Source: an optimization exercise on an open RTL-to-GDS flow (aim: small area). Production flows keep margins and buffers that such runs may drop.
Only simulation tests tie the RTL to the original design; equivalence was not proved.
Power is estimated from default activity; no workload was simulated.

==> design.v <==
module DigitalSystemDesigning(
	clk,
	rst,
	sw,
	state_in,
	row,
	col_r,
	col_g,
	seg_row,
	seg_col
);
	input clk,rst,sw;
	input[3:0] state_in;
	output[7:0] row;
	output[7:0] col_r;
	output[7:0] col_g;
	output[7:0] seg_row;
	output[7:0] seg_col;
	localparam GO = 3'd0, LEFT = 3'd1, RIGHT = 3'd2, STOP = 3'd3, OFF = 3'd4, BLANK = 3'd5;
	localparam P_GO = 2'd0, P_L = 2'd1, P_R = 2'd2, P_S = 2'd3;
	reg[4:0] a;
	reg p;
	reg[6:0] c;
	reg[2:0] c8d;
	reg[2:0] e2;
	reg[2:0] e1;
	wire a_0 = (a == 5'b00000);
	wire a_1 = (a == 5'b00001);
	wire a_13 = (a == 5'b10111);
	wire a_24 = (a == 5'b10000);
	wire c_0 = (c == 7'b0000000);
	wire c_62 = (c == 7'b0000010);
	always@(posedge clk)
		if(rst)
			a <= 0;
		else
			a <= {a[3:0], a[4] ^ a[1] ^ (!a[2] && !a[3])};
	always@(posedge clk)
		if(rst)
			c <= 0;
		else if(a_24 && p)
			c <= {c[5:0], c[6] ^ c[0] ^ (!c[0] && !c[1])};
	always@(posedge clk)
		if(rst)
			c8d <= 0;
		else if(a_1 && p && c_62)
			c8d <= c8d + 1'b1;
	always@(posedge clk)
		if(rst)
			e2 <= 0;
		else if(a_13)
			e2 <= e2 + 1'b1;
	always@(posedge clk)
		if(rst)
			e1 <= 0;
		else if(a_1 && p)
			e1 <= e1 + 1'b1;
	wire sec_base = c_0 && (c8d == 3'd4);
	wire tick_1Hz = sec_base && a_0 && p;
	wire tick_1Hz_d = sec_base && a_1 && !p;
	function [7:0] b_fwd(input [7:0] s);
		b_fwd = {s[6:0], s[7] ^ s[0] ^ (s[1] && s[3] && !s[6])};
	endfunction
	function [7:0] b_bwd(input [7:0] s);
		b_bwd = {s[0] ^ s[1] ^ (s[2] && s[4] && !s[7]), s[7:1]};
	endfunction
	reg[7:0] b1d;
	reg[7:0] b2d;
	reg flagd;
	reg on_d;
	wire b_wrap = (b1d == 8'h80);
	always@(posedge clk)
		if(rst)
			b1d <= 8'h80;
		else
			b1d <= b_fwd(b1d);
	always@(posedge clk)
		if(rst)
			begin
				b2d <= 8'h01;
				flagd <= 1'b1;
			end
		else if(b_wrap)
			begin
				if(!flagd)
					begin
						if(b2d == 8'h40)
							flagd <= 1'b1;
						else
							b2d <= b_fwd(b2d);
					end
				else
					begin
						if(b2d == 8'h01)
							flagd <= 1'b0;
						else
							b2d <= b_bwd(b2d);
					end
			end
	always@(posedge clk)
		if(rst || b_wrap)
			on_d <= 1'b0;
		else if(b1d == b2d)
			on_d <= 1'b1;
	wire[3:0] ns = sw ? state_in : 4'b1111;
	reg[2:0] cur;
	reg[1:0] prev;
	reg pend;
	reg[3:0] c10l;
	reg[3:0] c10r;
	reg[2:0] c5s;
	always@(posedge clk)
		if(rst)
			c10l <= 0;
		else if(tick_1Hz)
			begin
				if(!pend)
					c10l <= 0;
				else if(prev == P_L)
					c10l <= (c10l == 4'd10) ? 4'd0 : c10l + 1'b1;
			end
	always@(posedge clk)
		if(rst)
			c10r <= 0;
		else if(tick_1Hz)
			begin
				if(!pend)
					c10r <= 0;
				else if(prev == P_R)
					c10r <= (c10r == 4'd10) ? 4'd0 : c10r + 1'b1;
			end
	always@(posedge clk)
		if(rst)
			c5s <= 0;
		else if(tick_1Hz)
			begin
				if(!pend)
					c5s <= 0;
				else if(prev == P_S)
					c5s <= (c5s == 3'd5) ? 3'd0 : c5s + 1'b1;
			end
	reg keep;
	always@(*)
		case(prev)
			P_L: keep = pend && (c10l != 4'd10);
			P_R: keep = pend && (c10r != 4'd10);
			P_S: keep = pend && (c5s != 3'd5);
			default: keep = 1'b0;
		endcase
	always@(posedge clk)
		if(rst)
			begin
				cur <= GO;
				prev <= P_GO;
				pend <= 1'b0;
			end
		else
			case(ns)
				4'b0001:
					begin
						cur <= LEFT;
						prev <= P_L;
						pend <= 1'b1;
					end
				4'b0010:
					begin
						cur <= RIGHT;
						prev <= P_R;
						pend <= 1'b1;
					end
				4'b0100:
					begin
						cur <= STOP;
						prev <= P_S;
						pend <= 1'b1;
					end
				4'b1111:
					cur <= OFF;
				4'b0000:
					begin
						cur <= keep ? {1'b0, prev} : GO;
						pend <= keep;
					end
				default:
					;
			endcase
	reg[2:0] cur_d;
	always@(posedge clk)
		if(rst)
			cur_d <= BLANK;
		else
			cur_d <= cur;
	always@(posedge clk)
		if(rst)
			p <= 1'b0;
		else if(a_0 && cur_d != BLANK)
			p <= !p;
	wire[2:0] idx = (cur_d == GO) ? e2 : e1;
	reg[2:0] rid;
	always@(posedge clk)
		if(rst)
			rid <= 0;
		else
			rid <= idx;
	assign row = (cur_d == BLANK) ? 8'hFF : ~(8'd1 << idx);
	wire[1:0] rm = rid[1:0] ^ {2{rid[2]}};
	wire[1:0] gd = rid[1:0] - c8d[1:0];
	wire g0 = (gd == 2'd0);
	wire g1 = !gd[1];
	wire g2 = gd[0] ^ gd[1];
	wire g3 = gd[1];
	wire[7:0] pat_go = {g0, g1, g2, g3, g3, g2, g1, g0};
	wire tx = (rm == 2'd3);
	wire[7:0] tl = {1'b0, tx, tx, tx, rm != 2'd2, rm != 2'd0, rm[1], tx};
	wire[15:0] tl2 = {tl, tl} >> c8d;
	wire[7:0] arrow = tl2[7:0];
	wire[7:0] arrow_rev = {arrow[0], arrow[1], arrow[2], arrow[3], arrow[4], arrow[5], arrow[6], arrow[7]};
	wire[3:0] xr = 4'b0001 << rm;
	wire[7:0] pat_x = {xr[0], xr[1], xr[2], xr[3], xr[3], xr[2], xr[1], xr[0]};
	assign col_r = (cur_d == STOP) ? pat_x : 8'd0;
	assign col_g = (cur_d == GO) ? (on_d ? pat_go : 8'd0) :
		(cur_d == LEFT) ? arrow :
		(cur_d == RIGHT) ? arrow_rev : 8'd0;
	reg sr7, sr6;
	always@(posedge clk)
		if(rst || !sw)
			begin
				sr7 <= 1'b1;
				sr6 <= 1'b1;
			end
		else
			begin
				sr7 <= p;
				sr6 <= !p;
			end
	assign seg_row = {sr7, sr6, 6'b11_1111};
	wire swd = !(sr7 && sr6);
	reg[3:0] uni;
	reg[3:0] ten;
	always@(posedge clk)
		if(rst)
			begin
				uni <= 0;
				ten <= 0;
			end
		else if(tick_1Hz_d)
			begin
				if(!swd)
					begin
						uni <= 0;
						ten <= 0;
					end
				else if(uni == 4'd9)
					begin
						uni <= 0;
						ten <= (ten == 4'd9) ? 4'd0 : ten + 1'b1;
					end
				else
					uni <= uni + 1'b1;
			end
	wire[3:0] digit = sr6 ? ten : uni;
	reg[7:0] seg;
	always@(*)
		case(digit)
			4'd0: seg = sr6 ? 8'b0000_0000 : 8'b1111_1100;
			4'd1: seg = 8'b0110_0000;
			4'd2: seg = 8'b1101_1010;
			4'd3: seg = 8'b1111_0010;
			4'd4: seg = 8'b0110_0110;
			4'd5: seg = 8'b1011_0110;
			4'd6: seg = 8'b1011_1110;
			4'd7: seg = 8'b1110_0000;
			4'd8: seg = 8'b1111_1110;
			default: seg = 8'b1111_0110;
		endcase
	assign seg_col = swd ? seg : 8'd0;
endmodule
==> config.mk <==
export PLATFORM = sky130hd
export DESIGN_NAME = DigitalSystemDesigning
export DESIGN_NICKNAME = DigitalSystemDesigning
export VERILOG_FILES = /design/flow/design.v
export SDC_FILE = /design/flow/constraint.sdc
export NUM_CORES = 4
export LEC_CHECK = 0
export CAP_MARGIN = 20
export CORE_MARGIN = 2
export CORE_UTILIZATION = 40
export PLACE_DENSITY = 0.6
export SLEW_MARGIN = 20
==> run.sh <==
#!/bin/bash
# synth_recipe.tcl (not shown) runs the flow's synth.tcl, then flattens the netlist and writes it again
# the make line also repeats each setting of config.mk as NAME=value (left out here)
make -C /OpenROAD-flow-scripts/flow DESIGN_CONFIG=/design/flow/config.mk WORK_HOME=/design/flow/orfs CLKGATE_MAP_FILE= SYNTH_SCRIPT=/design/flow/synth_recipe.tcl finish
==> constraint.sdc <==
create_clock -name core_clock -period 5.0 [get_ports {clk}]
set_input_delay 1.0000 -clock core_clock [delete_from_list [all_inputs] [get_ports {clk}]]
set_output_delay 1.0000 -clock core_clock [all_outputs]
set_load 0.01 [all_outputs]
==> results by group, run 1 <==
Status
  – Status: finished clean

Clocking
  – Worst-path clk slew: 0.08 ns
  – CTS max path bufs: 2
  – Clock sinks: 73
  – Hold-fix buffers, CTS: 0
  – Max H-tree Level: 3
  – Postcts setup bufs: 0
  – # resized after CTS: 0
  – CTS root buffer: clkbuf_8
  – CTS tree: built
  – CTS Buf Count: 9
  – Skew-Pair Late Insertion Delay: 0.35 ns

Synth
  – Cell taking the most area after synthesis: dfxtp_1
  – Syn Area/Cell: 7.944 um2
  – Async SR Flop Fraction: 0
  – Post-Synthesis Cell Area: between 4000 and 5000 um2
  – Synth cell types: 60
  – Synth warn: 1
  – Top_reg_cell synth: dfxtp_1
  – FF+latch count, synth: 73
  – Post-synth top area share: 0.3279
  – Post-synth EDFFs: 0
  – Synth Instances: 561
  – Top cells by area, synth: dfxtp_1 33%, nor2_1 5.4%, mux2i_1 5.2%, ha_1 4.5%, a21oi_1 4.3%
  – Sequential share of the synthesized area: 0.3279

Critical path
  – CP Data Required Time: roughly 4.0 ns
  – WS Path Type: reg2out
  – R2R setup slack: 2.53 ns
  – WP data arrival: 2.89 ns
  – Critical path endpoint category: primary output
  – Reg2Reg Depth: 7
  – CP startpoint kind: register
  – Reg2reg end: ten[3]
  – R2R Path Start: c8d[0]
  – Crit-path max FO: 16

Drt
  – Initial DRC count: 206
  – Vias post-DR: 3866
  – Vias per cell: around 5.4
  – Routed len/inst: ~13 um
  – Final wirelength: 9440 um
  – DRT Pass-1 Iters: 4
  – Residual DRC count: 0
  – Post-route ant nets: 0

Floorplan
  – Row count: 38
  – Die X: 109.6 um
  – DIE HEIGHT: 109.6 um
  – Die area: 12000 um2
  – Initial Util: 0.4111
  – Core area: 10840 um2
  – Ports: 47

Place
  – Placed cell count: 703
  – Gpl congestion: 0.9368
  – Port Buffers: 39
  – Detailed placement HPWL: between 6000 and 7000 um

Timing
  – Max Clock Skew: 0.009974 ns
  – Final setup vio count: 0
  – Minimum clock period: 3.894 ns
  – Fmax: 256.8 MHz
  – Slew HR: 0.3033
  – Final Hold Vio Count: 0
  – Period utilisation layout: 0.7789
  – RSZ-0062 raised after global routing: false
  – Setup_tns: 0 ns
  – Slew Viols, Final: 0
  – Tightest Pin Transition: around 1.0 ns

Layout
  – Ant diodes: 0
  – Filler cells: 1077
  – Layout cell share with drive strength beyond 1: 0.05527
  – Synth-to-layout area growth: 12.24%
  – NumNets Final: 597
  – Final cell count without fillers: 719

Run
  – Max_cap viols: 0

Global routing
  – Largest net degree at the start of global routing: 64
  – GRT Overall Usage: 0.1603
  – Initial antenna violation count: 0
  – Vias in the first global route: 3353
  – First-pass GRT wire length: 15510 um
  – Grt ovf: 0

Power and ir drop
  – Leak: 1.833 nW
  – Power Dens Cells: 268.6 nW/um2
  – Peak supply drop: between 0.15 and 0.2 mV

Worst hold path
  – Worst Hold Launch: cur[0]
  – Hold Crit Class: reg2reg
  – Hold Path Sink: cur_d[0]
  – Hold path cells: 1
## worst max-delay path: stages (launching register included)
cell and delay, ns:
dfxtp_1 0.67, ha_1 0.25, xnor2_1 0.08, xnor2_1 0.25
inv_1 0.08, ha_1 0.19, and3_1 0.19, nor3_1 0.21
o22ai_1 0.13, clkdlybuf4s50_1 0.49
## metrics by stage
step | worst slack, ns | util | area [um2] | total power [mW] | hold slack (ns)
6_report | 1.106 | 0.4615 | 5002 | 1.343 | 0.4430
5_1_grt | 0.8102 | 0.4615 | 5002 | 1.426 | 0.4674
4_1_cts | 1.105 | 0.4615 | 5002 | 1.363 | 0.4530
3_5_place_dp | 1.497 | 0.4455 | 4830 | 0.9498 | 0.4410
3_3_place_gp | 1.610 | 0.4455 | 4830 | 0.9438 | 0.4370
2_1_floorplan | 2.026 | - | 4476 | 0.8935 | 0.4179
## logic make-up (layout without fill, tap and decap cells)
family | count (synthesis) | in the layout | synth area share
flip-flops | 73 | 73 | 0.3279
AND/OR/NAND/NOR | 225 | 225 | 0.2667
multiplexers | 25 | 25 | 0.05671
adder cells (fa/ha/maj) | 16 | 16 | 0.04492
XOR/XNOR | 30 | 30 | 0.05896
other | 2 | 7 | 0.001685
AO/OA/AOI/OAI | 125 | 125 | 0.1766
buffers and inverters | 65 | 78 | 0.06653
## report_power, final
| group | switching (mW) | internal [mW] |
|---|---|---|
| registers | 0.0717 | 0.618 |
| logic | 0.126 | 0.120 |
| clock network | 0.215 | 0.192 |
| total | 0.413 | 0.930 |
## routing by layer
layer	global-route usage	vias to the layer above	part of all wire	wire, um
met1	0.2060	1807	0.48	4566
met5	0	-	0	0
li1	-	1985	-	-
met4	0.03978	0	0.011	106
met2	0.2619	63	0.46	4367
met3	0.04979	11	0.042	399
## placed cells by master, fill, tap and decap left out, types with 8 or more instances in the layout
cell type and n:
a211oi_1 12, a21oi_1 38, nor2_1 64, nand2_1 42, and3_1 8, mux2i_1 23, xor2_1 16, o21ai_0 26
clkbuf_8 10, ha_1 16, dfxtp_1 73, clkdlybuf4s50_1 38, xnor2_1 14, nand3_1 17, nor2b_1 25, o211ai_1 9
or3_1 9, inv_1 22
## registers in the layout (all words and copies together), names as in the netlist, 2 cells and up
signal	flops
b2d	8
e1	3
prev	2
c5s	3
cur	3
cur_d	3
c	7
rid	3
b1d	8
c10r	4
e2	3
ten	4
uni	4
c8d	3
a	5
c10l	4
## layout make-up
class                      count  area, um2  share of cell area
clock buffer                  11      141.4             0.02826
inverter                      22      82.58             0.01651
sequential                    73       1461              0.2921
timing repair buffer          40      392.9             0.07854
multi-input combinational    428       2718              0.5433
tap                          140      175.2             0.03502
clock inverter                 5      31.28            0.006253
## how the worst max path moves through the flow
stage | slack, ns | cells past startpoint | endpoint | startpoint
finish | 1.11 | 9 | col_g[0] | c8d[0]
global route | 0.81 | 10 | col_g[7] | rid[0]
CTS | 1.11 | 10 | col_g[7] | rid[0]
detailed placement | 1.50 | 9 | col_g[7] | c8d[0]
global placement | 1.61 | 9 | col_g[7] | c8d[0]
floorplan | 2.03 | 10 | col_g[0] | rid[0]
## synthesized netlist by cell type, drive strengths merged (16+ instances only)
cell type	instances
nand3	17
nor2	64
inv	22
mux2i	23
xor2	16
dfxtp	73
nor2b	25
ha	16
clkbuf	27
a21oi	38
buf	16
o21ai	29
nand2	42
==> run 2: changes to the inputs <==
--- a/config.mk
+++ b/config.mk
@@ -10,2 +10,3 @@
 export CORE_UTILIZATION = 40
+export CTS_BUF_LIST = sky130_fd_sc_hd__clkbuf_2 sky130_fd_sc_hd__clkbuf_4
 export PLACE_DENSITY = 0.6
==> run 2 against run 1 <==
  * Total power fell by 7.4%
  * Synthesized cell count did not move
  * Sequential cell count did not move
  * Critical endpoint unchanged
  * Utilization fell by 0.58 points
  * Sequential share of layout area rose by 0.37 points
  * Via count rose by 0.28%
  * Still clean on timing, DRC and antenna
==> results by group, run 2 <==
Place
  – Placed cell count: 703 (unchanged)
  – Port Buffers: 39 (unchanged)
  – DP Area: 4830 um2 (unchanged)
  – Detailed placement HPWL: 6835 um (unchanged)
  – Gpl congestion: 0.9368 (unchanged)

Worst hold path
  – Hold Crit Class: reg2reg
  – Hold path cells: 1 (unchanged)

Power and ir drop
  – Seq pwr share: 0.555 (+0.041)
  – Sw Share: 0.3226 (+0.01487)
  – Peak supply drop: 0.1353 mV (-18%)
  – Sw power: 0.4012 mW (-3.0%)
  – Internal power: 0.8424 mW (-9.4%)
  – Power Dens Cells: 251.8 nW/um2 (-6.3%)
  – Clk pwr share: 0.247 (-0.056)
  – Leak: 1.808 nW (-1.4%)
  – Combinational power share: 0.197 (+0.014)

Layout
  – Biggest regs: b1d (8), b2d (8), c (7)
  – Final cell count without fillers: 719 (unchanged)
  – Layout cell share with drive strength beyond 1: 0.05527 (unchanged)
  – Fin area: 4940 um2 (-1.3%)
  – Commonest cells after routing, fill and taps aside: 73 x dfxtp_1, 64 x nor2_1, 42 x nand2_1
  – Commonest non-fill, non-tap cell in the layout: dfxtp_1
  – Area of the multi-input gates: 2718 um2 (unchanged)
  – Synth-to-layout area growth: 10.84%
  – Sequential cell area: 1461 um2 (unchanged)
  – Ant diodes: 0 (unchanged)
  – NumNets Final: 597 (unchanged)
  – Core Util, Final: 0.4557 (-0.005771)
  – Filler cells: 1093 (+1.5%)

Floorplan
  – Initial Util: 0.4111 (unchanged)
  – DIE HEIGHT: 109.6 um (unchanged)
  – Die X: 109.6 um (unchanged)
  – Core area: 10840 um2 (unchanged)
  – Ports: 47 (unchanged)
  – Row count: 38 (unchanged)
  – Die area: 12000 um2 (unchanged)

Global routing
  – First-pass GRT wire length: 15480 um (-0.23%)
  – GRT Overall Usage: 0.1600 (-0.0003735)
  – Largest net degree at the start of global routing: 64 (unchanged)
  – Initial antenna violation count: 0 (unchanged)
  – Grt ovf: 0 (unchanged)
  – Vias in the first global route: 3367 (+0.42%)

Synth
  – Synth cell types: 60 (unchanged)
  – Syn Area/Cell: 7.944 um2 (unchanged)
  – Synth warn: 1 (unchanged)
  – Sequential share of the synthesized area: 0.3279 (unchanged)
  – Most frequent cell after synthesis: dfxtp_1
  – Cell taking the most area after synthesis: dfxtp_1
  – Async SR Flop Fraction: 0 (unchanged)
  – Top_reg_cell synth: dfxtp_1
  – Post-synth top area share: 0.3279 (unchanged)
  – Synth Instances: 561 (unchanged)
  – Post-Synthesis Cell Area: 4457 um2 (unchanged)
  – Top cells by area, synth: dfxtp_1 33%, nor2_1 5.4%, mux2i_1 5.2%, ha_1 4.5%, a21oi_1 4.3%
  – Post-synth EDFFs: 0 (unchanged)
  – Commonest cells post-synth: 73 x dfxtp_1, 64 x nor2_1, 42 x nand2_1, 38 x a21oi_1, 27 x clkbuf_1
  – FF+latch count, synth: 73 (unchanged)

Clocking
  – Hold-fix buffers, CTS: 0 (unchanged)
  – CTS max path bufs: 2 (unchanged)
  – CTS tree: built
  – CTS Buf Count: 9 (unchanged)
  – # resized after CTS: 0 (unchanged)
  – Skew-Pair Late Insertion Delay: 0.42 ns (+0.07 ns)
  – Clock sinks: 73 (unchanged)
  – Postcts setup bufs: 0 (unchanged)
  – Worst-path clk slew: 0.12 ns (+0.04 ns)
  – Max H-tree Level: 3 (unchanged)
  – CTS root buffer: clkbuf_4

Critical path
  – Reg2Reg Depth: 7 (unchanged)
  – CP Data Required Time: 4.00 ns (about the same)
  – Crit-path max FO: 16 (unchanged)
  – WS Path Type: reg2out
  – Critical path endpoint category: primary output
  – WP data arrival: 2.99 ns (+0.10 ns)
  – CP startpoint kind: register
  – R2R setup slack: 2.50 ns (-0.03 ns)

Timing
  – Final setup vio count: 0 (unchanged)
  – Max Clock Skew: 0.01354 ns (+0.003570 ns)
  – Final Hold Vio Count: 0 (unchanged)
  – Slew HR: 0.3081 (+0.004880)
  – Slew Viols, Final: 0 (unchanged)
  – Minimum clock period: 3.987 ns (+0.09256 ns)
  – Period utilisation layout: 0.7974 (+0.01851)
  – Tightest Pin Transition: 1.036 ns (-0.007304 ns)
  – Setup_tns: 0 ns (unchanged)
  – Fmax: 250.8 MHz (-2.3%)
  – RSZ-0062 raised after global routing: false

Drt
  – Post-route ant nets: 0 (unchanged)
  – Initial DRC count: 193 (-6.3%)
  – Vias post-DR: 3877 (+0.28%)
  – DRT Pass-1 Iters: 4 (unchanged)
  – Vias per cell: 5.392 (+0.28%)
  – Residual DRC count: 0 (unchanged)
  – Routed len/inst: 13.09 um (-0.28%)
  – Final wirelength: 9414 um (-0.28%)

Run
  – Max_cap viols: 0 (unchanged)

Status
  – Status: finished clean
## run 2: cell counts after synthesis
Identical to the previous run, type by type.
## run 2: through the flow
stage	setup slack [ns]	hold slack, ns	power [mW]
2_1_floorplan	2.026	0.4179	0.8935
3_3_place_gp	1.610	0.4370	0.9438
3_5_place_dp	1.497	0.4410	0.9498
4_1_cts	1.006	0.4588	1.261
5_1_grt	0.6964	0.4787	1.326
6_report	1.013	0.4538	1.244
## run 2: power by group through the flow
stage,sequential [mW],combinational [mW],clock (mW)
finish,0.691,0.246,0.307
global route,0.700,0.277,0.349
CTS,0.691,0.247,0.323
detailed placement,0.704,0.246,0
global placement,0.703,0.240,0
floorplan,0.666,0.228,0
## run 2: path summary, 6_finish.rpt
path	startpoint	to
hold / removal	cur[0]	cur_d[0]
setup reg to reg	c8d[0]	ten[3]
setup / recovery	c8d[0]	col_g[0]
hold reg to reg	cur[0]	cur_d[0]
## run 2: layout make-up
class,count,share of cell area
tap,140,0.03546
multi-input combinational,428,0.5502
inverter,22,0.01672
sequential,73,0.2958
clock buffer,10,0.01520
clock inverter,6,0.007092
timing repair buffer,40,0.07953
## run 2: logic make-up (layout without fill, tap and decap cells)
logic type	count (synthesis)	after routing	synth area share
buffers and inverters	65	78	0.06653
flip-flops	73	73	0.3279
AND/OR/NAND/NOR	225	225	0.2667
multiplexers	25	25	0.05671
AO/OA/AOI/OAI	125	125	0.1766
other	2	7	0.001685
adder cells (fa/ha/maj)	16	16	0.04492
XOR/XNOR	30	30	0.05896
## run 2: critical path, cell delays in order, from the launching register on
cell and delay, ns:
dfxtp_1 0.69, ha_1 0.25, xnor2_1 0.08, xnor2_1 0.25, inv_1 0.08, ha_1 0.19, and3_1 0.19, nor3_1 0.21
o22ai_1 0.13, clkdlybuf4s50_1 0.49
## run 2: routing by layer
metal | GRT usage | wire length, um
met1 | 0.2049 | 4609
met2 | 0.2619 | 4363
met3 | 0.04446 | 335
met4 | 0.04792 | 106
met5 | 0 | 0
==> run 3: changes to the inputs <==
==> flow/run.sh (new file) <==
#!/bin/bash
# Standard ORFS layout with smaller port buffers, power (size) recovery after
# global routing, and a clock tree of small buffers without dummy loads.
set -euo pipefail
export BUFFER_PORTS_ARGS="-buffer_cell sky130_fd_sc_hd__buf_1"
export RECOVER_POWER=100
export CTS_ARGS="-sink_clustering_enable -repair_clock_nets -buf_list sky130_fd_sc_hd__clkbuf_4 -dont_use_dummy_load"
bash standard.sh > standard.log 2>&1
==> standard.sh (new file) <==
#!/bin/bash
# synth_recipe.tcl (not shown) runs the flow's synth.tcl, then flattens the netlist and writes it again
# the make line also repeats each setting of config.mk as NAME=value (left out here)
make -C /OpenROAD-flow-scripts/flow DESIGN_CONFIG=/design/flow/config.mk WORK_HOME=/design/flow/orfs CLKGATE_MAP_FILE= SYNTH_SCRIPT=/design/flow/synth_recipe.tcl "${@:-finish}"
--- a/config.mk
+++ b/config.mk
@@ -10,3 +10,2 @@
 export CORE_UTILIZATION = 40
-export CTS_BUF_LIST = sky130_fd_sc_hd__clkbuf_2 sky130_fd_sc_hd__clkbuf_4
 export PLACE_DENSITY = 0.6
removed: run.sh
==> run 3 against run 2 <==
  * Now fails the layout checks on max-capacitance violations, max-slew violations
  * Clock-buffer cell count is 1 lower
  * Wire length is 2.3% lower
  * Maximum frequency is 8.5% higher
  * Largest power group unchanged
==> results by group, run 3 <==
Status
  – Status: finished with violations
  – Layout Check Fails: max-capacitance violations, max-slew violations

Clocking
  – Postcts setup bufs: 0 (unchanged)
  – CTS root buffer: clkbuf_4
  – Hold-fix buffers, CTS: 0 (unchanged)
  – Max H-tree Level: 3 (unchanged)
  – # resized after CTS: 0 (unchanged)
  – CTS tree: built
  – CTS max path bufs: 2 (unchanged)
  – CTS Buf Count: 9 (unchanged)
  – Skew-Pair Late Insertion Delay: 0.44 ns (+0.02 ns)
  – Clock sinks: 73 (unchanged)
  – Worst-path clk slew: 0.12 ns (about the same)

Critical path
  – CP Data Required Time: 4.00 ns (about the same)
  – CP endpoint: row[6]
  – R2R setup slack: 2.38 ns (-0.12 ns)
  – Crit-path cells: nor3_1, mux2i_1, nor2b_1, nand2_1, buf_1
  – Slowest cell on crit path: nor3_1
  – Reg2Reg Depth: 7 (unchanged)
  – Crit-path max FO: 9 (-7)
  – Setup crit start: cur_d[0]
  – Buf/Inv on CP: 1 (-1)
  – WS Path Type: reg2out
  – R2R Path Start: b2d[1]
  – CP startpoint kind: register
  – Reg2reg end: b2d[0]
  – Top Family by Delay on Critical Path: simple AND/OR/NAND/NOR gates
  – Levels on crit path: 5 (-4)
  – Critical path endpoint category: primary output
  – WP data arrival: 2.67 ns (-0.32 ns)
  – CP peak stage delay: 0.88 ns (+0.19 ns)

Timing
  – Slew HR: -0.04124 (-0.3494)
  – Fmax: 272.1 MHz (+8.5%)
  – Slew Viols, Final: 16 (+16)
  – Period utilisation layout: 0.7349 (-0.06246)
  – Minimum clock period: 3.675 ns (-0.3123 ns)
  – Final setup vio count: 0 (unchanged)
  – Tightest Pin Transition: 1.548 ns (+0.5124 ns)
  – Final Hold Vio Count: 0 (unchanged)
  – Max Clock Skew: 0.03611 ns (+0.02257 ns)
  – RSZ-0062 raised after global routing: false
  – Setup_tns: 0 ns (unchanged)

Floorplan
  – Initial Util: 0.4111 (unchanged)
  – Die X: 109.6 um (unchanged)
  – Ports: 47 (unchanged)
  – Row count: 38 (unchanged)
  – Die area: 12000 um2 (unchanged)
  – DIE HEIGHT: 109.6 um (unchanged)
  – Core area: 10840 um2 (unchanged)

Synth
  – Synth cell types: 60 (unchanged)
  – Adder-cell area share of the yosys netlist: 0.04492 (unchanged)
  – Synth warn: 1 (unchanged)
  – Cell taking the most area after synthesis: dfxtp_1
  – Post-Synthesis Cell Area: 4457 um2 (unchanged)
  – Sequential share of the synthesized area: 0.3279 (unchanged)
  – Synth Instances: 561 (unchanged)
  – Most frequent cell after synthesis: dfxtp_1
  – Top_reg_cell synth: dfxtp_1
  – Top cells by area, synth: dfxtp_1 33%, nor2_1 5.4%, mux2i_1 5.2%, ha_1 4.5%, a21oi_1 4.3%
  – Syn Area/Cell: 7.944 um2 (unchanged)
  – Async SR Flop Fraction: 0 (unchanged)
  – Synth Area in Compound Gates: 0.1766 (unchanged)
  – Commonest cells post-synth: 73 x dfxtp_1, 64 x nor2_1, 42 x nand2_1, 38 x a21oi_1, 27 x clkbuf_1
  – Post-synth EDFFs: 0 (unchanged)
  – Post-synthesis xor/xnor area fraction: 0.05896 (unchanged)
  – Mux contribution to synthesized area: 0.05671 (unchanged)
  – FF+latch count, synth: 73 (unchanged)
  – Main combinational cell family by area after synthesis: simple AND/OR/NAND/NOR gates
  – Simple-gate area share of the yosys netlist: 0.2667 (unchanged)
  – Post-synth top area share: 0.3279 (unchanged)

Layout
  – Fin area: 4637 um2 (-6.1%)
  – NumNets Final: 597 (unchanged)
  – Core Util, Final: 0.4277 (-0.02793)
  – Commonest cells after routing, fill and taps aside: 73 x dfxtp_1, 64 x nor2_1, 42 x nand2_1
  – Sequential cell area: 1461 um2 (unchanged)
  – Filler cells: 1095 (+0.18%)
  – Area of the multi-input gates: 2696 um2 (-0.78%)
  – Synth-to-layout area growth: 4.043%
  – Ant diodes: 0 (unchanged)
  – Commonest non-fill, non-tap cell in the layout: dfxtp_1
  – Biggest regs: b1d (8), b2d (8), c (7)
  – Layout cell share with drive strength beyond 1: 0.03322 (-0.02205)

Place
  – Port Buffers: 39 (unchanged)
  – Gpl congestion: 0.9708 (+3.6%)
  – DP Area: 4592 um2 (-4.9%)
  – Detailed placement HPWL: 6714 um (-1.8%)

Run
  – Max_cap viols: 1 (+1)

Power and ir drop
  – Final Power: 1.185 mW (-4.7%)
  – Peak supply drop: 0.1403 mV (+3.7%)
  – Power Dens Cells: 255.5 nW/um2 (+1.5%)
  – Leak: 1.683 nW (-6.9%)

Drt
  – Post-route ant nets: 0 (unchanged)
  – Residual DRC count: 0 (unchanged)
  – Initial DRC count: 204 (+5.7%)
  – Final wirelength: 9195 um (-2.3%)
  – DRT Pass-1 Iters: 6 (+2)
  – Routed len/inst: 12.91 um (-1.4%)
  – Vias per cell: 5.451 (+1.1%)
  – Vias post-DR: 3881 (+0.10%)

Global routing
  – Largest net degree at the start of global routing: 64 (unchanged)
  – Vias in the first global route: 3537 (+5.0%)
  – First-pass GRT wire length: 15780 um (+2.0%)
  – Initial antenna violation count: 0 (unchanged)
  – GRT Overall Usage: 0.1637 (+0.003775)
  – Grt ovf: 0 (unchanged)

Worst hold path
  – Hold Crit Class: reg2reg
-- run 3: layer usage --
layer,track usage,up-vias,part of all wire
li1,-,1996,-
met4,0.04882,0,0.012
met1,0.2072,1797,0.46
met5,0,-,0
met3,0.04742,9,0.049
met2,0.2698,79,0.48
-- run 3: area by class of cell --
class,count,share of cell area
clock buffer,9,0.01457
inverter,22,0.01781
multi-input combinational,428,0.5815
sequential,73,0.3152
tap,140,0.03778
timing repair buffer,40,0.03319
-- run 3: where the power goes --
| group | switching [mW] | leakage (nW) | total [mW] | internal (mW) |
|---|---|---|---|---|
| Clock | 0.175 | 0.0414 | 0.259 | 0.0835 |
| Sequential | 0.0716 | 0.594 | 0.690 | 0.618 |
| Combinational | 0.126 | 1.05 | 0.236 | 0.110 |
-- run 3: worst min path at each step --
stage           start  endpoint  slack [ns]  cells after the start
2_1_floorplan  cur[0]  cur_d[0]        0.42                      1
3_3_place_gp   cur[0]  cur_d[0]        0.45                      1
3_5_place_dp   cur[0]  cur_d[0]        0.45                      1
4_1_cts        cur[0]  cur_d[0]        0.47                      1
5_1_grt        cur[0]  cur_d[0]        0.48                      1
6_report       cur[0]  cur_d[0]        0.46                      1
-- run 3: cells by family after synthesis --
family | after synthesis
buffers and inverters | 65
AND/OR/NAND/NOR | 225
other | 2
flip-flops | 73
adder cells (fa/ha/maj) | 16
AO/OA/AOI/OAI | 125
XOR/XNOR | 30
multiplexers | 25
-- run 3: stage by stage --
step / instances / worst slack, ns / hold WS (ns)
2_1_floorplan: 566 / 2.026 / 0.4179
3_3_place_gp: 703 / 1.977 / 0.4456
3_5_place_dp: 703 / 1.864 / 0.4528
4_1_cts: 712 / 1.387 / 0.4673
5_1_grt: 712 / 1.116 / 0.4823
6_report: 712 / 1.325 / 0.4558
-- run 3: worst register-to-register path: stages (launching register included) --
cell      delay [ns]
dfxtp_1         0.44
inv_1           0.11
ha_1            0.20
nand3b_1        0.07
o21ai_0         0.08
a21boi_0        1.21
o21ai_0         0.25
o211ai_1        0.18
==> run 4: changes to the inputs <==
==> flow/run.sh (replaced) <==
#!/bin/bash
# Standard ORFS layout with smaller port buffers and a clock tree of small
# buffers without dummy loads.
set -euo pipefail
export BUFFER_PORTS_ARGS="-buffer_cell sky130_fd_sc_hd__buf_1"
export CTS_ARGS="-sink_clustering_enable -repair_clock_nets -buf_list sky130_fd_sc_hd__clkbuf_4 -dont_use_dummy_load"
bash standard.sh > standard.log 2>&1
==> run 4 against run 3 <==
  * The run now finishes clean
  * Synthesized area unchanged
  * Worst setup slack gained 0.072 ns
  * Combinational power about the same
  * Sequential share of layout area decreased by 0.17 points
  * First-iteration DRC count up 36%
==> results by group, run 4 <==
Status
  – Status: finished clean

Floorplan
  – Core area: 10840 um2 (unchanged)
  – DIE HEIGHT: 109.6 um (unchanged)
  – Die area: 12000 um2 (unchanged)
  – Die X: 109.6 um (unchanged)
  – Row count: 38 (unchanged)
  – Initial Util: 0.4111 (unchanged)
  – Ports: 47 (unchanged)

Layout
  – Biggest regs: b1d (8), b2d (8), c (7)
  – Commonest cells after routing, fill and taps aside: 73 x dfxtp_1, 64 x nor2_1, 42 x nand2_1
  – Synth-to-layout area growth: 4.604%
  – Layout cell share with drive strength beyond 1: 0.04545 (+0.01224)
  – Commonest non-fill, non-tap cell in the layout: dfxtp_1
  – NumNets Final: 597 (unchanged)
  – Fin area: 4662 um2 (+0.54%)
  – Filler cells: 1092 (-0.27%)

Synth
  – Syn Area/Cell: 7.944 um2 (unchanged)
  – Synth warn: 1 (unchanged)
  – FF+latch count, synth: 73 (unchanged)
  – Post-synth EDFFs: 0 (unchanged)
  – Post-synth top area share: 0.3279 (unchanged)
  – Async SR Flop Fraction: 0 (unchanged)
  – Sequential share of the synthesized area: 0.3279 (unchanged)
  – Most frequent cell after synthesis: dfxtp_1
  – Top_reg_cell synth: dfxtp_1
  – Synth Instances: 561 (unchanged)
  – Cell taking the most area after synthesis: dfxtp_1
  – Post-Synthesis Cell Area: 4457 um2 (unchanged)
  – Commonest cells post-synth: 73 x dfxtp_1, 64 x nor2_1, 42 x nand2_1, 38 x a21oi_1, 27 x clkbuf_1
  – Top cells by area, synth: dfxtp_1 33%, nor2_1 5.4%, mux2i_1 5.2%, ha_1 4.5%, a21oi_1 4.3%
  – Synth cell types: 60 (unchanged)

Critical path
  – Critical path endpoint category: primary output
  – Crit-path cells: inv_1, ha_1, xnor2_1, xnor2_1, inv_1, ha_1, and3_1, nor3_1, o22ai_1, buf_1
  – Setup crit start: rid[0]
  – R2R Path Start: c8d[0]
  – Reg2Reg Depth: 7 (unchanged)
  – WP data arrival: 2.60 ns (-0.07 ns)
  – CP startpoint kind: register
  – Levels on crit path: 10 (+5)
  – CP peak stage delay: 0.55 ns (-0.33 ns)
  – Slowest cell on crit path: dfxtp_1
  – Crit-path max FO: 10 (+1)
  – Buf/Inv on CP: 3 (+2)
  – Top Family by Delay on Critical Path: flip-flops
  – WS Path Type: reg2out
  – CP Data Required Time: 4.00 ns (about the same)

Power and ir drop
  – Seq pwr share: 0.582 (about the same)
  – Power Dens Cells: 254.3 nW/um2 (-0.46%)
  – Sw Share: 0.3148 (about the same)
  – Combinational power share: 0.201 (+0.002)
  – Internal power: 0.8124 mW (about the same)
  – Sw power: 0.3732 mW (+0.17%)
  – Clk pwr share: 0.217 (about the same)
  – Leak: 1.689 nW (+0.37%)
  – Peak supply drop: 0.1409 mV (+0.42%)

Place
  – Pre-CTS WS: 1.864 ns (unchanged)
  – Port Buffers: 39 (unchanged)
  – Detailed placement HPWL: 6714 um (unchanged)
  – Gpl congestion: 0.9708 (unchanged)
  – DP Area: 4592 um2 (unchanged)

Timing
  – Minimum clock period: 3.603 ns (-0.07193 ns)
  – Fmax: 277.6 MHz (+2.0%)
  – Slew Viols, Final: 0 (-16)
  – Final worst slack: 1.397 ns (+0.07193 ns)
  – Tightest Pin Transition: 1.029 ns (-0.5187 ns)
  – Final setup vio count: 0 (unchanged)
  – RSZ-0062 raised after global routing: false
  – Setup_tns: 0 ns (unchanged)
  – Max Clock Skew: 0.03608 ns (-0.00003170 ns)
  – Period utilisation layout: 0.7205 (-0.01439)
  – Slew HR: 0.3123 (+0.3536)
  – Final Hold Vio Count: 0 (unchanged)
  – Hold slack: 0.4563 ns (+0.0005300 ns)

Clocking
  – Worst-path clk slew: 0.12 ns (about the same)
  – # resized after CTS: 0 (unchanged)
  – CTS max path bufs: 2 (unchanged)
  – Hold-fix buffers, CTS: 0 (unchanged)
  – CTS Buf Count: 9 (unchanged)
  – Max H-tree Level: 3 (unchanged)
  – CTS root buffer: clkbuf_4
  – Postcts setup bufs: 0 (unchanged)
  – Clock sinks: 73 (unchanged)
  – Skew-Pair Late Insertion Delay: 0.43 ns (about the same)
  – CTS tree: built

Global routing
  – Initial antenna violation count: 0 (unchanged)
  – Vias in the first global route: 3537 (unchanged)
  – Largest net degree at the start of global routing: 64 (unchanged)
  – GRT Overall Usage: 0.1637 (unchanged)
  – Grt ovf: 0 (unchanged)
  – First-pass GRT wire length: 15780 um (unchanged)

Drt
  – Routed len/inst: 12.92 um (about the same)
  – Vias post-DR: 3874 (-0.18%)
  – Residual DRC count: 0 (unchanged)
  – Final wirelength: 9213 um (+0.20%)
  – Post-route ant nets: 0 (unchanged)
  – Initial DRC count: 277 (+36%)
  – DRT Pass-1 Iters: 5 (-1)
  – Vias per cell: 5.433 (-0.32%)

Worst hold path
  – Hold path cells: 1 (unchanged)
  – Worst Hold Launch: cur[0]
  – Hold Crit Class: reg2reg

Run
  – Max_cap viols: 0 (-1)
==> run 4: changes by cell type in the layout (fill, tap and decap cells not counted), sizes merged <==
cell and change:
diode +1, clkbuf -2, buf +2
==> run 4: kinds of logic after synthesis <==
kind of cell    synth area share
fa+ha+maj                0.04492
mux                      0.05671
flops                     0.3279
xor+xnor                 0.05896
buf+inv                  0.06653
compound gates            0.1766
simple gates              0.2667
other cells             0.001685
==> run 4: final cells by class <==
type | instances | area (um2) | share of cell area
clock buffer | 9 | 67.56 | 0.01449
inverter | 22 | 82.58 | 0.01771
tap | 140 | 175.2 | 0.03757
antenna | 1 | 2.502 | 0.0005368
sequential | 73 | 1461 | 0.3135
multi-input combinational | 428 | 2718 | 0.5829
timing repair buffer | 40 | 155.1 | 0.03328
==> run 4: layer usage <==
metal	GRT usage	share of wire
met3	0.04742	0.045
met2	0.2698	0.48
met5	0	0
met1	0.2072	0.47
met4	0.04882	0.012
==> run 4: power by group through the flow <==
stage	Combinational, mW	Clock, mW	Sequential, mW
floorplan	0.228	0	0.666
global placement	0.232	0	0.703
detailed placement	0.236	0	0.704
CTS	0.238	0.276	0.690
global route	0.275	0.302	0.699
finish	0.238	0.257	0.690
==> run 4: path summary, 6_finish.rpt <==
kind                   end  slack, ns
setup / recovery  col_g[7]       1.40
hold reg to reg   cur_d[0]       0.46
hold / removal    cur_d[0]       0.46
setup reg to reg    ten[3]       2.55
==> run 4: metrics by stage <==
step                      utilization  power, mW  instances
final                          0.4301      1.186        713
after global routing           0.4298      1.277        712
after CTS                      0.4298      1.205        712
after detailed placement       0.4236     0.9398        703
after global placement         0.4236     0.9349        703
after floorplan                     -     0.8935        566
==> run 5: changes to the inputs <==
==> flow/run.sh (replaced) <==
#!/bin/bash
# ORFS layout (standard.sh) with three changes:
# - synthesis maps logic with an area-oriented ABC script (flow/abc_area.script,
#   selected by ABC_AREA=1 from a private copy of the ORFS scripts folder) and
#   leaves adders to ABC instead of mapping them to half/full adder cells;
#   registers are untouched, so they keep the standard synthesis's names
# - ports are buffered with sky130_fd_sc_hd__buf_1
# - the clock tree uses sky130_fd_sc_hd__clkbuf_4 cells without dummy loads
set -euo pipefail
W=$(pwd)
rm -rf "$W/scripts"
cp -r "$FLOW_HOME/scripts" "$W/scripts"
cp "$W/flow/abc_area.script" "$W/scripts/abc_area.script"
export SCRIPTS_DIR="$W/scripts"
export ABC_AREA=1
export ADDER_MAP_FILE=
export BUFFER_PORTS_ARGS="-buffer_cell sky130_fd_sc_hd__buf_1"
export CTS_ARGS="-sink_clustering_enable -repair_clock_nets -buf_list sky130_fd_sc_hd__clkbuf_4 -dont_use_dummy_load"
bash standard.sh > standard.log 2>&1
==> flow/abc_area.script (new file) <==
strash
balance
rewrite
refactor
balance
rewrite
rewrite -z
balance
refactor -z
rewrite -z
balance
balance
rewrite
refactor
balance
rewrite
rewrite -z
balance
refactor -z
rewrite -z
balance
dch -f
amap
==> run 5 against run 4 <==
  * Cell count down 9.5%
  * Combinational power down 39%
  * Clock power up 2%
  * Die area down 17%
  * First-iteration DRC count down 35%
  * Largest cell class unchanged
  * Highest routed layer unchanged
==> results by group, run 5 <==
Power and ir drop
  – Final Power: 1.022 mW (-14%)
  – Leak: 1.312 nW (-22%)
  – Peak supply drop: 0.1172 mV (-17%)
  – Power Dens Cells: 257.8 nW/um2 (+1.4%)

Global routing
  – Met3 Resource Use GR: 0.04457 (-0.002853)
  – Grt met2 use: 0.2822 (+0.01238)
  – First-pass GRT wire length: 13810 um (-12%)
  – Initial antenna violation count: 0 (unchanged)
  – Largest net degree at the start of global routing: 52 (-19%)
  – GRT busiest layer: met2
  – Grt ovf: 0 (unchanged)
  – GRT Overall Usage: 0.1681 (+0.004395)
  – Vias in the first global route: 3123 (-12%)
  – Met1 usage: 0.2082 (+0.0009422)

Critical path
  – Slowest cell on crit path: nor2_1
  – R2R setup slack: 1.81 ns (-0.74 ns)
  – Critical path endpoint category: primary output
  – Reg2reg end: c10l[3]
  – Most common cell on crit path: clkinv_1
  – Top Family by Delay on Critical Path: compound AO/OA/AOI/OAI gates
  – CP peak stage delay: 0.43 ns (-0.12 ns)
  – Reg2Reg Depth: 10 (+3)
  – Levels on crit path: 9 (-1)
  – R2R Path Start: c8d[2]
  – WS Path Type: reg2out
  – WP data arrival: 2.71 ns (+0.11 ns)
  – Crit-path cells: clkinv_1, o22ai_1, clkinv_1, nor2_1, clkinv_1, a21oi_1, o22ai_1, o221ai_1, buf_1
  – CP Data Required Time: 4.00 ns (about the same)
  – Crit-path max FO: 9 (-1)
  – CP startpoint kind: register
  – Buf/Inv on CP: 4 (+1)

Synth
  – Top_reg_cell synth: dfxtp_1
  – Syn Area/Cell: 7.469 um2 (-6.0%)
  – Post-synth top area share: 0.3969 (+0.06897)
  – Synth warn: 1 (unchanged)
  – Cell taking the most area after synthesis: dfxtp_1
  – Commonest cells post-synth: 93 x nor2_1, 73 x dfxtp_1, 71 x clkinv_1, 32 x nor3_1
  – Most frequent cell after synthesis: nor2_1
  – FF+latch count, synth: 73 (unchanged)
  – Async SR Flop Fraction: 0 (unchanged)
  – Post-synth EDFFs: 0 (unchanged)
  – Synth cell types: 43 (-28%)
  – Synth Instances: 493 (-12%)
  – Sequential share of the synthesized area: 0.3969 (+0.06897)
  – Post-Synthesis Cell Area: 3682 um2 (-17%)
  – Top cells by area, synth: dfxtp_1 40%, nor2_1 9.5%, clkinv_1 7.2%, nor3_1 4.3%, o22ai_1 3.9%

Timing
  – Setup_tns: 0 ns (unchanged)
  – Period utilisation layout: 0.7416 (+0.02107)
  – Tightest Pin Transition: 0.7373 ns (-0.2920 ns)
  – RSZ-0062 raised after global routing: false
  – Slew Viols, Final: 0 (unchanged)
  – Max Clock Skew: 0.03295 ns (-0.003134 ns)
  – Final Hold Vio Count: 0 (unchanged)
  – Minimum clock period: 3.708 ns (+0.1054 ns)
  – Slew HR: 0.5063 (+0.1940)
  – Final setup vio count: 0 (unchanged)
  – Fmax: 269.7 MHz (-2.8%)

Status
  – Status: finished clean

Worst hold path
  – Hold path cells: 2 (+1)
  – Hold Path Sink: a[2]
  – Worst Hold Launch: a[1]
  – Hold Crit Class: reg2reg

Drt
  – Final wirelength: 8125 um (-12%)
  – DRT Pass-1 Iters: 4 (-1)
  – Residual DRC count: 0 (unchanged)
  – Routed len/inst: 12.60 um (-2.5%)
  – Vias post-DR: 3591 (-7.3%)
  – Post-route ant nets: 0 (unchanged)
  – Initial DRC count: 180 (-35%)
  – Vias per cell: 5.567 (+2.5%)

Clocking
  – Postcts setup bufs: 0 (unchanged)
  – CTS tree: built
  – Max H-tree Level: 3 (unchanged)
  – Worst-path clk slew: 0.11 ns (about the same)
  – CTS Buf Count: 9 (unchanged)
  – CTS max path bufs: 2 (unchanged)
  – Skew-Pair Late Insertion Delay: 0.42 ns (about the same)
  – # resized after CTS: 0 (unchanged)
  – Clock sinks: 73 (unchanged)
  – CTS root buffer: clkbuf_4
  – Hold-fix buffers, CTS: 0 (unchanged)

Layout
  – Commonest cells after routing, fill and taps aside: 93 x nor2_1, 73 x dfxtp_1, 71 x clkinv_1
  – Synth-to-layout area growth: 7.679%
  – Core Util, Final: 0.4374 (+0.007350)
  – Biggest regs: b1d (8), b2d (8), c (7)
  – Layout cell share with drive strength beyond 1: 0.02060 (-0.02486)
  – NumNets Final: 543 (-9.0%)
  – Filler cells: 948 (-13%)
  – Ant diodes: 0 (-1)
  – Commonest non-fill, non-tap cell in the layout: nor2_1

Place
  – Gpl congestion: 0.7990 (-18%)
  – Detailed placement HPWL: 6071 um (-9.6%)
  – Port Buffers: 39 (unchanged)

Floorplan
  – Ports: 47 (unchanged)
  – Die area: 9989 um2 (-17%)
  – Core area: 9065 um2 (-16%)
  – DIE HEIGHT: 99.95 um (-8.8%)
  – Die X: 99.95 um (-8.8%)
  – Row count: 35 (-7.9%)
  – Initial Util: 0.4062 (-0.004915)

Run
  – Max_cap viols: 0 (unchanged)
run 5: cell types whose count changed in the layout (fill, tap and decap cells not counted), moves of 15 or more:
cell      delta
o22ai_1     +19
clkinv_1    +71
nor3_1      +26
nand2_1     -21
ha_1        -16
inv_1       -22
nor2_1      +29
nor2b_1     -24
a21oi_1     -22
xor2_1      -15
mux2i_1     -23
run 5: worst min-delay path: stages, from the launching register on:
cell	delay, ns
dfxtp_1	0.32
clkinv_1	0.07
nor2_1	0.04
run 5: kinds of logic after synthesis:
kind of cell	share of synthesized area
AND/OR/NAND/NOR	0.2579
XOR/XNOR	0.002379
buffers and inverters	0.09888
other	0.002039
AO/OA/AOI/OAI	0.2419
flip-flops	0.3969
run 5: per-layer routing:
| metal | vias to the layer above | share of wire |
|---|---|---|
| met3 | 14 | 0.041 |
| met4 | 0 | 0.018 |
| li1 | 1847 | - |
| met1 | 1663 | 0.47 |
| met2 | 67 | 0.47 |
| met5 | - | 0 |
run 5: area by class of cell:
type                            count  area, um2  area share
Sequential cell                    73       1461      0.3686
Multi-Input combinational cell    341       1876      0.4730
Timing Repair Buffer               40      155.1     0.03913
Inverter                           71      266.5     0.06721
Tap cell                          111      138.9     0.03503
Clock buffer                        9      67.56     0.01704
run 5: worst max path at each step:
stage,startpoint,endpoint,slack (ns)
2_1_floorplan,rid[0],col_g[7],2.10
5_1_grt,rid[0],col_g[2],0.91
3_5_place_dp,rid[0],col_g[7],1.80
3_3_place_gp,rid[0],col_g[2],1.82
6_report,rid[0],col_g[7],1.29
4_1_cts,rid[0],col_g[7],1.31
run 5: where the power goes:
| group | internal [mW] | switching (mW) | leakage [nW] |
|---|---|---|---|
| clock network | 0.0837 | 0.178 | 0.0414 |
| registers | 0.599 | 0.0180 | 0.593 |
| logic | 0.0486 | 0.0955 | 0.678 |
| total | 0.731 | 0.291 | 1.31 |
run 5: per-stage QoR:
stage | instance area [um2] | instances | setup WS, ns | hold WS [ns]
after global routing | 3965 | 645 | 0.9079 | 0.4699
final | 3965 | 645 | 1.292 | 0.4445
after global placement | 3897 | 636 | 1.817 | 0.4418
after detailed placement | 3897 | 636 | 1.803 | 0.4446
after floorplan | 3701 | 498 | 2.103 | 0.3973
after CTS | 3965 | 645 | 1.315 | 0.4433
==> run 6: changes to the inputs <==
--- a/flow/run.sh
+++ b/flow/run.sh
@@ -7,3 +7,3 @@
 # - ports are buffered with sky130_fd_sc_hd__buf_1
-# - the clock tree uses sky130_fd_sc_hd__clkbuf_4 cells without dummy loads
+# - the clock tree uses sky130_fd_sc_hd__clkbuf_8 cells without dummy loads
 set -euo pipefail
@@ -17,3 +17,3 @@
 export BUFFER_PORTS_ARGS="-buffer_cell sky130_fd_sc_hd__buf_1"
-export CTS_ARGS="-sink_clustering_enable -repair_clock_nets -buf_list sky130_fd_sc_hd__clkbuf_4 -dont_use_dummy_load"
+export CTS_ARGS="-sink_clustering_enable -repair_clock_nets -buf_list sky130_fd_sc_hd__clkbuf_8 -dont_use_dummy_load"
 bash standard.sh > standard.log 2>&1
==> run 6 against run 5 <==
  * Clock-buffer cell count did not move
  * Largest power group unchanged
  * Critical path type unchanged
  * Critical endpoint unchanged
  * Worst setup slack improved by 0.090 ns
  * Utilization increased by 0.62 points
  * Wire length grew 0.27%
  * Still clean on timing, DRC and antenna
==> results by group, run 6 <==
Synth
  – Post-synth EDFFs: 0 (unchanged)
  – Top_reg_cell synth: dfxtp_1
  – Post-synth top area share: 0.3969 (unchanged)
  – FF+latch count, synth: 73 (unchanged)
  – Synth cell types: 43 (unchanged)
  – Sequential share of the synthesized area: 0.3969 (unchanged)
  – Top cells by area, synth: dfxtp_1 40%, nor2_1 9.5%, clkinv_1 7.2%, nor3_1 4.3%, o22ai_1 3.9%
  – Most frequent cell after synthesis: nor2_1
  – Cell taking the most area after synthesis: dfxtp_1
  – Async SR Flop Fraction: 0 (unchanged)
  – Synth Instances: 493 (unchanged)
  – Syn Area/Cell: 7.469 um2 (unchanged)
  – Post-Synthesis Cell Area: 3682 um2 (unchanged)
  – Synth warn: 1 (unchanged)
  – Commonest cells post-synth: 93 x nor2_1, 73 x dfxtp_1, 71 x clkinv_1, 32 x nor3_1

Global routing
  – Largest net degree at the start of global routing: 52 (unchanged)
  – First-pass GRT wire length: 13830 um (+0.15%)
  – Initial antenna violation count: 0 (unchanged)
  – Vias in the first global route: 3111 (-0.38%)
  – Grt ovf: 0 (unchanged)
  – GRT Overall Usage: 0.1686 (+0.0004405)

Critical path
  – Critical path endpoint category: primary output
  – CP Data Required Time: 4.00 ns (about the same)
  – Setup crit start: rid[0]
  – CP startpoint kind: register
  – R2R Path Start: c8d[2]
  – WS Path Type: reg2out
  – WP data arrival: 2.62 ns (-0.09 ns)
  – Crit-path max FO: 9 (unchanged)
  – R2R setup slack: 1.83 ns (+0.02 ns)

Clocking
  – Postcts setup bufs: 0 (unchanged)
  – Hold-fix buffers, CTS: 0 (unchanged)
  – CTS tree: built
  – Clock sinks: 73 (unchanged)
  – CTS root buffer: clkbuf_8
  – # resized after CTS: 0 (unchanged)
  – Worst-path clk slew: 0.08 ns (-0.03 ns)
  – CTS Buf Count: 9 (unchanged)
  – CTS max path bufs: 2 (unchanged)
  – Max H-tree Level: 3 (unchanged)
  – Skew-Pair Late Insertion Delay: 0.34 ns (-0.08 ns)

Timing
  – Slew HR: 0.4989 (-0.007395)
  – Tightest Pin Transition: 0.7483 ns (+0.01105 ns)
  – Minimum clock period: 3.618 ns (-0.08954 ns)
  – Max Clock Skew: 0.01900 ns (-0.01395 ns)
  – Final setup vio count: 0 (unchanged)
  – Slew Viols, Final: 0 (unchanged)
  – Final worst slack: 1.382 ns (+0.08954 ns)
  – Setup_tns: 0 ns (unchanged)
  – Fmax: 276.4 MHz (+2.5%)
  – Period utilisation layout: 0.7237 (-0.01791)
  – RSZ-0062 raised after global routing: false
  – Final Hold Vio Count: 0 (unchanged)

Place
  – Gpl congestion: 0.7990 (unchanged)
  – DP Area: 3897 um2 (unchanged)
  – Placed cell count: 636 (unchanged)
  – Pre-CTS WS: 1.803 ns (unchanged)
  – Port Buffers: 39 (unchanged)
  – Detailed placement HPWL: 6071 um (unchanged)

Run
  – Max_cap viols: 0 (unchanged)

Floorplan
  – Ports: 47 (unchanged)
  – DIE HEIGHT: 99.95 um (unchanged)
  – Die X: 99.95 um (unchanged)
  – Row count: 35 (unchanged)
  – Initial Util: 0.4062 (unchanged)
  – Die area: 9989 um2 (unchanged)
  – Core area: 9065 um2 (unchanged)

Layout
  – Filler cells: 937 (-1.2%)
  – Commonest cells after routing, fill and taps aside: 93 x nor2_1, 73 x dfxtp_1, 71 x clkinv_1
  – Fin area: 4021 um2 (+1.4%)
  – Ant diodes: 0 (unchanged)
  – Layout cell share with drive strength beyond 1: 0.02060 (unchanged)
  – Synth-to-layout area growth: 9.208%
  – Final cell count without fillers: 645 (unchanged)
  – Sequential cell area: 1461 um2 (unchanged)
  – Area of the multi-input gates: 1876 um2 (unchanged)
  – Commonest non-fill, non-tap cell in the layout: nor2_1
  – NumNets Final: 543 (unchanged)
  – Biggest regs: b1d (8), b2d (8), c (7)

Power and ir drop
  – Leak: 1.335 nW (+1.8%)
  – Power Dens Cells: 276.1 nW/um2 (+7.1%)
  – Final Power: 1.110 mW (+8.6%)
  – Peak supply drop: 0.1196 mV (+2.1%)

Worst hold path
  – Worst Hold Launch: a[1]
  – Hold Crit Class: reg2reg

Status
  – Status: finished clean

Drt
  – Vias per cell: 5.549 (-0.33%)
  – DRT Pass-1 Iters: 5 (+1)
  – Post-route ant nets: 0 (unchanged)
  – Final wirelength: 8147 um (+0.27%)
  – Initial DRC count: 178 (-1.1%)
  – Routed len/inst: 12.63 um (+0.27%)
  – Residual DRC count: 0 (unchanged)
  – Vias post-DR: 3579 (-0.33%)
==> run 6: path summary, 6_finish.rpt <==
kind | end | cells after the start
worst max-delay path | col_g[7] | 9
worst min-delay path | a[2] | 2
worst max register to register | c10l[3] | 10
worst min register to register | a[2] | 2
==> run 6: cells by family (layout without fill, tap and decap cells) <==
| group | count (synthesis) | count (layout) | synth area share |
|---|---|---|---|
| simple gates | 203 | 203 | 0.2579 |
| xor+xnor | 1 | 1 | 0.002379 |
| compound gates | 130 | 130 | 0.2419 |
| other cells | 2 | 7 | 0.002039 |
| buf+inv | 84 | 120 | 0.09888 |
| flops | 73 | 73 | 0.3969 |
==> run 6: layer usage <==
metal / share of wire / vias up / GRT usage
li1: - / 1851 / -
met1: 0.47 / 1649 / 0.2090
met2: 0.48 / 71 / 0.2864
met3: 0.042 / 8 / 0.04875
met4: 0.010 / 0 / 0.04742
met5: 0 / - / 0
==> run 6: cell type report <==
class                   count  area share
flip-flops and latches     73      0.3634
well taps                 111     0.03454
multi-input cells         341      0.4664
repair buffers             40     0.03858
inverters                  71     0.06627
clock buffers               9     0.03080
==> run 6: power by group <==
| part | switching [mW] | internal, mW | leakage (nW) |
|---|---|---|---|
| clock network | 0.189 | 0.161 | 0.0647 |
| logic | 0.0954 | 0.0486 | 0.678 |
| registers | 0.0179 | 0.599 | 0.593 |
==> run 6: critical path, cell delays in order (launching register included) <==
cell and delay, ns:
dfxtp_1 0.35, clkinv_1 0.08, o22ai_1 0.36, clkinv_1 0.18, nor2_1 0.43, clkinv_1 0.16, a21oi_1 0.20, o22ai_1 0.13
o221ai_1 0.22, buf_1 0.17
==> run 6: through the flow <==
| step | hold WS (ns) | utilization |
|---|---|---|
| final | 0.4468 | 0.4436 |
| after global routing | 0.4817 | 0.4436 |
| after CTS | 0.4504 | 0.4436 |
| after detailed placement | 0.4446 | 0.4300 |
| after global placement | 0.4418 | 0.4300 |
| after floorplan | 0.3973 | - |
==> run 7: changes to the inputs <==
--- a/design.v
+++ b/design.v
@@ -100,3 +100,3 @@
 	always@(posedge clk)
-		if(rst || b_wrap)
+		if(b_wrap)
 			on_d <= 1'b0;
@@ -139,3 +139,3 @@
 				else if(prev == P_S)
-					c5s <= (c5s == 3'd5) ? 3'd0 : c5s + 1'b1;
+					c5s <= {c5s[1:0], !c5s[2]};
 			end
@@ -146,9 +146,11 @@
 			P_R: keep = pend && (c10r != 4'd10);
-			P_S: keep = pend && (c5s != 3'd5);
+			P_S: keep = pend && (c5s != 3'b100);
 			default: keep = 1'b0;
 		endcase
-	always@(posedge clk)
-		if(rst)
-			begin
-				cur <= GO;
+	reg[1:0] m;
+	localparam M_GO = 2'd0, M_OFF = 2'd1, M_ACT = 2'd2;
+	always@(posedge clk)
+		if(rst)
+			begin
+				m <= M_GO;
 				prev <= P_GO;
@@ -160,3 +162,3 @@
 					begin
-						cur <= LEFT;
+						m <= M_ACT;
 						prev <= P_L;
@@ -166,3 +168,3 @@
 					begin
-						cur <= RIGHT;
+						m <= M_ACT;
 						prev <= P_R;
@@ -172,3 +174,3 @@
 					begin
-						cur <= STOP;
+						m <= M_ACT;
 						prev <= P_S;
@@ -177,6 +179,6 @@
 				4'b1111:
-					cur <= OFF;
+					m <= M_OFF;
 				4'b0000:
 					begin
-						cur <= keep ? {1'b0, prev} : GO;
+						m <= keep ? M_ACT : M_GO;
 						pend <= keep;
@@ -186,2 +188,4 @@
 			endcase
+	always@(*)
+		cur = (m == M_ACT) ? {1'b0, prev} : (m == M_OFF) ? OFF : GO;
 	reg[2:0] cur_d;
@@ -200,6 +204,3 @@
 	always@(posedge clk)
-		if(rst)
-			rid <= 0;
-		else
-			rid <= idx;
+		rid <= idx;
 	assign row = (cur_d == BLANK) ? 8'hFF : ~(8'd1 << idx);
==> flow/abc_area.script (replaced) <==
strash
&get -n
&deepsyn -T 120
&put
dch -f
amap
==> run 7 against run 6 <==
  * Hold slack lost 0.034 ns
  * Synthesized cell count shrank 3.2%
  * Utilization grew 0.22 points
  * Clock power shrank 3%
  * Wire length shrank 5.1%
  * Clock skew grew 0.0099 ns
  * Critical path depth grew 5
  * Final area shrank 4.7%
  * Cell count shrank 2.9%
==> results by group, run 7 <==
Place
  – Pre-CTS WS: 1.787 ns (-0.01616 ns)
  – Detailed placement HPWL: 5918 um (-2.5%)
  – Port Buffers: 39 (unchanged)
  – Placed cell count: 617 (-3.0%)
  – Gpl congestion: 0.8777 (+9.8%)

Floorplan
  – Ports: 47 (unchanged)
  – Initial Util: 0.4070 (+0.0007486)
  – Row count: 34 (-2.9%)
  – Die X: 97.50 um (-2.4%)
  – Core area: 8593 um2 (-5.2%)
  – DIE HEIGHT: 97.50 um (-2.4%)
  – Die area: 9506 um2 (-4.8%)

Timing
  – Tightest Pin Transition: 0.7783 ns (+0.02998 ns)
  – RSZ-0062 raised after global routing: false
  – Max Clock Skew: 0.02887 ns (+0.009869 ns)
  – Final worst slack: 1.409 ns (+0.02758 ns)
  – Slew Viols, Final: 0 (unchanged)
  – Hold slack: 0.4128 ns (-0.03401 ns)
  – Setup_tns: 0 ns (unchanged)
  – Final setup vio count: 0 (unchanged)
  – Final Hold Vio Count: 0 (unchanged)
  – Period utilisation layout: 0.7182 (-0.005516)
  – Fmax: 278.5 MHz (+0.77%)
  – Minimum clock period: 3.591 ns (-0.02758 ns)
  – Slew HR: 0.4757 (-0.02327)

Layout
  – Commonest cells after routing, fill and taps aside: 93 x nor2_1, 72 x dfxtp_1, 66 x clkinv_1
  – NumNets Final: 527 (-2.9%)
  – Final cell count without fillers: 626 (-2.9%)
  – Commonest non-fill, non-tap cell in the layout: nor2_1
  – Biggest regs: b1d (8), b2d (8), c (7)
  – Synth-to-layout area growth: 9.553%
  – Filler cells: 894 (-4.6%)
  – Ant diodes: 0 (unchanged)
  – Layout cell share with drive strength beyond 1: 0.01931 (-0.001294)

Synth
  – Top_reg_cell synth: dfxtp_1
  – Synth Instances: 477 (-3.2%)
  – Post-synth top area share: 0.4122 (+0.01529)
  – Sequential share of the synthesized area: 0.4122 (+0.01529)
  – Top cells by area, synth: dfxtp_1 41%, nor2_1 10%, clkinv_1 7.1%, o22ai_1 4.1%, nand2_1 4.1%
  – Cell taking the most area after synthesis: dfxtp_1
  – Async SR Flop Fraction: 0 (unchanged)
  – Most frequent cell after synthesis: nor2_1
  – Synth warn: 1 (unchanged)
  – Post-synth EDFFs: 0 (unchanged)
  – FF+latch count, synth: 72 (-1.4%)
  – Syn Area/Cell: 7.331 um2 (-1.8%)
  – Synth cell types: 35 (-19%)
  – Post-Synthesis Cell Area: 3497 um2 (-5.0%)
  – Commonest cells post-synth: 93 x nor2_1, 72 x dfxtp_1, 66 x clkinv_1, 38 x nand2_1, 27 x o21ai_0

Critical path
  – CP Data Required Time: 4.00 ns (about the same)
  – CP startpoint kind: register
  – WP data arrival: 2.59 ns (-0.03 ns)
  – R2R setup slack: 1.72 ns (-0.11 ns)
  – Reg2Reg Depth: 15 (+5)
  – Crit-path cells: clkinv_1, o21ai_0, nand2_1, nand2_1, nand2_1, nor3_1, nor2_1, a21oi_1, nor2_1, a21oi_1, nor2_1, nor2_1, o21ai_0, buf_1
  – Reg2reg end: ten[3]
  – Slowest cell on crit path: o21ai_0
  – Critical path endpoint category: primary output
  – Crit-path max FO: 5 (-4)
  – WS Path Type: reg2out
  – CP peak stage delay: 0.42 ns (about the same)
  – Most common cell on crit path: nor2_1
  – R2R Path Start: c8d[2]

Power and ir drop
  – Peak supply drop: 0.1482 mV (+24%)
  – Sw Share: 0.2620 (-0.01013)
  – Seq pwr share: 0.564 (+0.008)
  – Final Power: 1.074 mW (-3.2%)
  – Clk pwr share: 0.316 (about the same)
  – Sw power: 0.2815 mW (-6.8%)
  – Leak: 1.272 nW (-4.7%)
  – Internal power: 0.7930 mW (-1.9%)
  – Power Dens Cells: 280.5 nW/um2 (+1.6%)
  – Combinational power share: 0.119 (-0.011)

Clocking
  – CTS max path bufs: 2 (unchanged)
  – CTS tree: built
  – Skew-Pair Late Insertion Delay: 0.35 ns (about the same)
  – CTS Buf Count: 9 (unchanged)
  – Worst-path clk slew: 0.06 ns (-0.02 ns)
  – Postcts setup bufs: 0 (unchanged)
  – Max H-tree Level: 3 (unchanged)
  – Clock sinks: 72 (-1.4%)
  – CTS root buffer: clkbuf_8
  – Hold-fix buffers, CTS: 0 (unchanged)
  – # resized after CTS: 0 (unchanged)

Global routing
  – Vias in the first global route: 3054 (-1.8%)
  – Largest net degree at the start of global routing: 21 (-60%)
  – Grt ovf: 0 (unchanged)
  – GRT Overall Usage: 0.1678 (-0.0007276)
  – First-pass GRT wire length: 13230 um (-4.3%)
  – Initial antenna violation count: 0 (unchanged)

Drt
  – Post-route ant nets: 0 (unchanged)
  – Vias per cell: 5.286 (-4.7%)
  – Final wirelength: 7733 um (-5.1%)
  – Vias post-DR: 3309 (-7.5%)
  – Routed len/inst: 12.35 um (-2.2%)
  – Initial DRC count: 136 (-24%)
  – Residual DRC count: 0 (unchanged)
  – DRT Pass-1 Iters: 4 (-1)

Worst hold path
  – Worst Hold Launch: p
  – Hold Crit Class: reg2reg
  – Hold Path Sink: sr6
  – Hold path cells: 1 (-1)

Status
  – Status: finished clean

Run
  – Max_cap viols: 0 (unchanged)
==> run 7: changes by cell type in the layout (fill, tap and decap cells not counted), sizes merged, moves of 6 or more <==
cell / delta
o22a: -6
a211oi: +6
nand2: +17
nor3: -9
a22oi: -14
==> run 7: logic make-up (layout without fill, tap and decap cells) <==
| kind of cell | Yosys count | in the layout | share of synthesized area |
|---|---|---|---|
| AOI/OAI and AO/OA | 114 | 114 | 0.2165 |
| buffers and inverters | 79 | 115 | 0.09875 |
| DFF | 72 | 72 | 0.4122 |
| other | 2 | 7 | 0.002147 |
| and+or+nand+nor | 210 | 210 | 0.2705 |
==> run 7: through the flow <==
stage	utilization	cell area, um2
floorplan	-	3516
global placement	0.4314	3707
detailed placement	0.4314	3707
CTS	0.4458	3831
global route	0.4458	3831
finish	0.4458	3831
==> run 7: final cells by class <==
type	instances	area [um2]	area share
Sequential cell	72	1441	0.3762
Multi-Input combinational cell	331	1729	0.4513
Inverter	66	247.7	0.06466
Clock buffer	9	123.9	0.03233
Timing Repair Buffer	40	153.9	0.04017
Tap cell	108	135.1	0.03527
==> run 7: worst max-delay path by stage <==
stage                start        to  slack [ns]
detailed placement    a[3]    ten[3]        1.79
global placement    c8d[2]    ten[3]        1.80
finish              rid[1]  col_g[2]        1.41
global route        rid[1]  col_g[2]        0.98
floorplan             a[3]    ten[3]        2.10
CTS                 rid[1]  col_g[2]        1.42
==> run 7: per-layer routing <==
layer  up-vias  track usage  share of wire
li1       1742            -              -
met1      1488       0.2105           0.49
met2        67       0.2753           0.46
met3        12      0.04604          0.042
met4         0      0.06303          0.014
met5         -            0              0
==> run 7: worst max-delay path, delay by kind of cell (launching register included) <==
kind / cells / cell delay, ns
AND/OR/NAND/NOR: 8 / 0.82
flip-flops: 1 / 0.33
buffers and inverters: 2 / 0.27
AO/OA/AOI/OAI: 4 / 0.84
==> run 7: power by group through the flow <==
| stage | Combinational (mW) | Sequential [mW] | Clock (mW) |
|---|---|---|---|
| global placement | 0.125 | 0.618 | 0 |
| detailed placement | 0.128 | 0.619 | 0 |
| floorplan | 0.0983 | 0.614 | 0 |
| global route | 0.147 | 0.608 | 0.376 |
| finish | 0.128 | 0.606 | 0.340 |
| CTS | 0.128 | 0.606 | 0.354 |

Check on run 7: ideal ports give 1.409 ns setup slack; a clkbuf_16 on the clock port and buf_2 on the inputs give 1.379 ns; moving port delays by the midpoint clock arrival (0.368 ns) as well gives 1.721 ns.
